What follows belongs to an exercise in optimizing a design on an open flow for small area and a short achievable clock period; a production flow would make more cautious choices.
The RTL was checked by simulation tests, not by an equivalence proof against the original design.

## systolic_array_os
module systolic_array_os #(
    DATA_WIDTH = 16,
    ACC_WIDTH = 64
    )(
    input logic clk,
    input logic rstn,
    input logic acc_en,
    input logic signed [DATA_WIDTH-1:0] data_0_i,
    input logic signed [DATA_WIDTH-1:0] data_1_i,
    input logic signed [DATA_WIDTH-1:0] data_2_i,
    input logic signed [DATA_WIDTH-1:0] data_3_i,
    input logic signed [DATA_WIDTH-1:0] weight_0_i,
    input logic signed [DATA_WIDTH-1:0] weight_1_i,
    input logic signed [DATA_WIDTH-1:0] weight_2_i,
    input logic signed [DATA_WIDTH-1:0] weight_3_i,
    output logic signed [ACC_WIDTH-1:0] acc_res_pe0_o,
    output logic signed [ACC_WIDTH-1:0] acc_res_pe1_o,
    output logic signed [ACC_WIDTH-1:0] acc_res_pe2_o,
    output logic signed [ACC_WIDTH-1:0] acc_res_pe3_o,
    output logic signed [ACC_WIDTH-1:0] acc_res_pe4_o,
    output logic signed [ACC_WIDTH-1:0] acc_res_pe5_o,
    output logic signed [ACC_WIDTH-1:0] acc_res_pe6_o,
    output logic signed [ACC_WIDTH-1:0] acc_res_pe7_o,
    output logic signed [ACC_WIDTH-1:0] acc_res_pe8_o,
    output logic signed [ACC_WIDTH-1:0] acc_res_pe9_o,
    output logic signed [ACC_WIDTH-1:0] acc_res_pe10_o,
    output logic signed [ACC_WIDTH-1:0] acc_res_pe11_o,
    output logic signed [ACC_WIDTH-1:0] acc_res_pe12_o,
    output logic signed [ACC_WIDTH-1:0] acc_res_pe13_o,
    output logic signed [ACC_WIDTH-1:0] acc_res_pe14_o,
    output logic signed [ACC_WIDTH-1:0] acc_res_pe15_o
    );
export LEC_CHECK = 0
export CAP_MARGIN = 20
export CORE_MARGIN = 2
export CORE_UTILIZATION = 40
export CTS_CLUSTER_DIAMETER = 120
export CTS_CLUSTER_SIZE = 24
export SETUP_SLACK_MARGIN = 4.4
export SLEW_MARGIN = 20
create_clock -name core_clock -period 10.0 [get_ports {clk}]
standard.sh (not shown) runs the stock make flow with config.mk's settings and CLKGATE_MAP_FILE= SYNTH_SCRIPT=/design/flow/synth_recipe.tcl, a recipe that flattens the netlist after the stock synthesis.
==> flow/flow/run.sh <==
#!/bin/bash
# Layout flow: the standard flow (standard.sh) with these changes.
#  1. Synthesis maps the RTL's one-bit adder modules (fa_x, ha_x) straight
#     onto the library's full and half adder cells (fa_map.v), before Yosys's
#     "synth" runs, and skips the quick ABC pass inside "synth" (-noabc).
#     The compressor trees then come out exactly as the RTL writes them, and
#     extract_fa only looks for further full adders (-fa): the half adders
#     are all written out, and the ones it would find are parts of other
#     logic that it could only build with inverters around them.
#  3. Every input and output port still gets its own buffer, but a plain
#     buffer cell (BUF_CELL) rather than the delay buffer buffer_ports picks
#     by itself; timing repair resizes them as needed.
# Each tool's output goes to synth.log and layout.log here (and ORFS's own
# logs under orfs/logs).
set -euo pipefail
BUF_CELL=sky130_fd_sc_hd__buf_1
HERE=$PWD
cp flow/abc.script abc.script
cp flow/fa_map.v fa_map.v
{
  echo 'proc synth {args} {'
  echo '  if {[lsearch -exact $args ":fine"] >= 0 && ![info exists ::adders_mapped]} {'
  echo '    set ::adders_mapped 1'
  echo "    yosys techmap -map $HERE/fa_map.v"
  echo '  }'
  echo '  yosys synth -nofsm -noshare -noabc {*}$args'
  echo '}'
  echo 'proc extract_fa {args} { yosys extract_fa -fa {*}$args }'
  echo 'proc abc {args} {'
  echo '  set i [lsearch -exact $args -script]'
  echo "  if {\$i >= 0} { set args [lreplace \$args \$i [expr {\$i+1}] -script $HERE/abc.script] }"
  echo '  yosys abc {*}$args'
  echo '}'
  tail -n +2 synth_recipe.tcl
} > my_synth.tcl
head -1 synth_recipe.tcl | grep -q 'proc synth'
sed "s#SYNTH_SCRIPT=[^ ]*#SYNTH_SCRIPT=$HERE/my_synth.tcl#" standard.sh > my_standard.sh
grep -q 'my_synth.tcl' my_standard.sh
bash my_standard.sh synth > synth.log 2>&1
export BUFFER_PORTS_ARGS="-buffer_cell $BUF_CELL"
bash standard.sh > layout.log 2>&1
==> flow/flow/abc.script <==
strash
dch
map -D 1200
topo
stime -c
buffer -c
upsize -c
dnsize -c
==> flow/flow/fa_map.v <==
// Maps the RTL's one-bit adders (fa_x, ha_x) onto the library's adder cells.
module fa_x (input a, input b, input c, output s, output co);
  sky130_fd_sc_hd__fa_1 _TECHMAP_REPLACE_ (.A(a), .B(b), .CIN(c), .SUM(s), .COUT(co));
endmodule

module ha_x (input a, input b, output s, output co);
  sky130_fd_sc_hd__ha_1 _TECHMAP_REPLACE_ (.A(a), .B(b), .SUM(s), .COUT(co));
endmodule
Then changed:
Settings changed: CORE_UTILIZATION 40 to 30, SETUP_SLACK_MARGIN 4.4 to 4.5.
Die area rises by a quarter to a third.
Flip-flop and latch count is unchanged.
Final cell count rises by a little under a tenth.
Setup slack gets worse by 0.10 ns.
Via count rises slightly.
Global-route usage falls by 5.8 points.
Then changed:
Settings changed: CORE_UTILIZATION 30 to 40, SETUP_SLACK_MARGIN 4.5 to 4.55.
What happened:
- wire length came out lower by a few percent
- utilization grows by 11 points
- cell count came out lower by a little under a tenth
- synthesized cell count is unchanged
- hold slack gets worse by 0.0053 ns
Then changed:
==> flow/flow/abc.script (replaced) <==
strash
dch
map -D 1000
topo
stime -c
buffer -c
upsize -c
dnsize -c
Settings changed: SETUP_SLACK_MARGIN 4.55 to 4.5.
Cell count rises by a few percent. Core utilization falls by 1.1 points. Routed wire length falls slightly. Global-route usage falls by 1.0 points. Via count rises by a few percent. Worst hold slack is better by 0.0057 ns. Clock skew falls by 0.013 ns. Cell area stays flat.
Then changed:
==> flow/flow/abc.script (replaced) <==
strash
dch
map -D 1500
topo
stime -c
buffer -c
upsize -c
dnsize -c
After rerunning:
- fmax fell by a few percent
- clock skew shrinks by 0.0087 ns
- die area fell by a few percent
- count of clock-buffer cells in the layout rises by 6
- synthesized area shrinks by a few percent
- via count drops by a few percent
- global-route usage hardly moves
- synthesized cell count drops by a little under a tenth
- wire length decreases by a few percent
Then changed:
==> flow/flow/abc.script (replaced) <==
strash
dch
map -D 1200
topo
stime -c
buffer -c
upsize -c
dnsize -c
=> Wire length increases by 4.2%; via count increases by 1.1%; clock skew decreases by 0.019 ns; die area increases by 1.2%; worst hold slack barely changes.

-- separate check: timing with driven ports --
No port has a modelled driver above. Below, the same layouts with a new extraction and two added sets of constraints. Step 1 (the two cells are an assumption about what drives the block):
set clk [get_ports {clk}]
set_driving_cell -lib_cell sky130_fd_sc_hd__clkbuf_16 $clk
set_driving_cell -lib_cell sky130_fd_sc_hd__buf_2 [delete_from_list [all_inputs] $clk]
Step 2 also shifts input and output timing later by t, the mid clock arrival at the registers, as if the neighbouring blocks saw the same clock. a / b / c = ideal ports / drivers / drivers and shift; a / b = the first two.
| run | t (ns) | setup slack, ns | hold slack, ns | worst setup path at the end | latest minus earliest clock arrival (ns) |
|---|---|---|---|---|---|
| the first run | 1.018 | 4.460 / 4.343 / 3.546 | 0.512 / 0.512 / 0.512 | input to register | 0.068 / 0.068 |
| the second run | 1.050 | 4.358 / 4.358 / 3.562 | 0.497 / 0.497 / 0.497 | input to register | 0.089 / 0.088 |
| the third run | 1.012 | 4.562 / 4.464 / 3.604 | 0.491 / 0.491 / 0.491 | input to register | 0.103 / 0.103 |
| the fourth run | 1.008 | 4.551 / 4.480 / 3.541 | 0.497 / 0.497 / 0.497 | input to register | 0.085 / 0.085 |
| the fifth run | 1.028 | 4.143 / 4.021 / 3.577 | 0.498 / 0.498 / 0.498 | input to register | 0.084 / 0.084 |
| the sixth run | 1.022 | 4.540 / 4.428 / 3.605 | 0.500 / 0.500 / 0.500 | input to register | 0.067 / 0.067 |
After both steps every run listed still meets setup and hold. The setup slack of the fourth run, which loses most, moves by -0.071 ns with the drivers and by -1.010 ns with both steps.
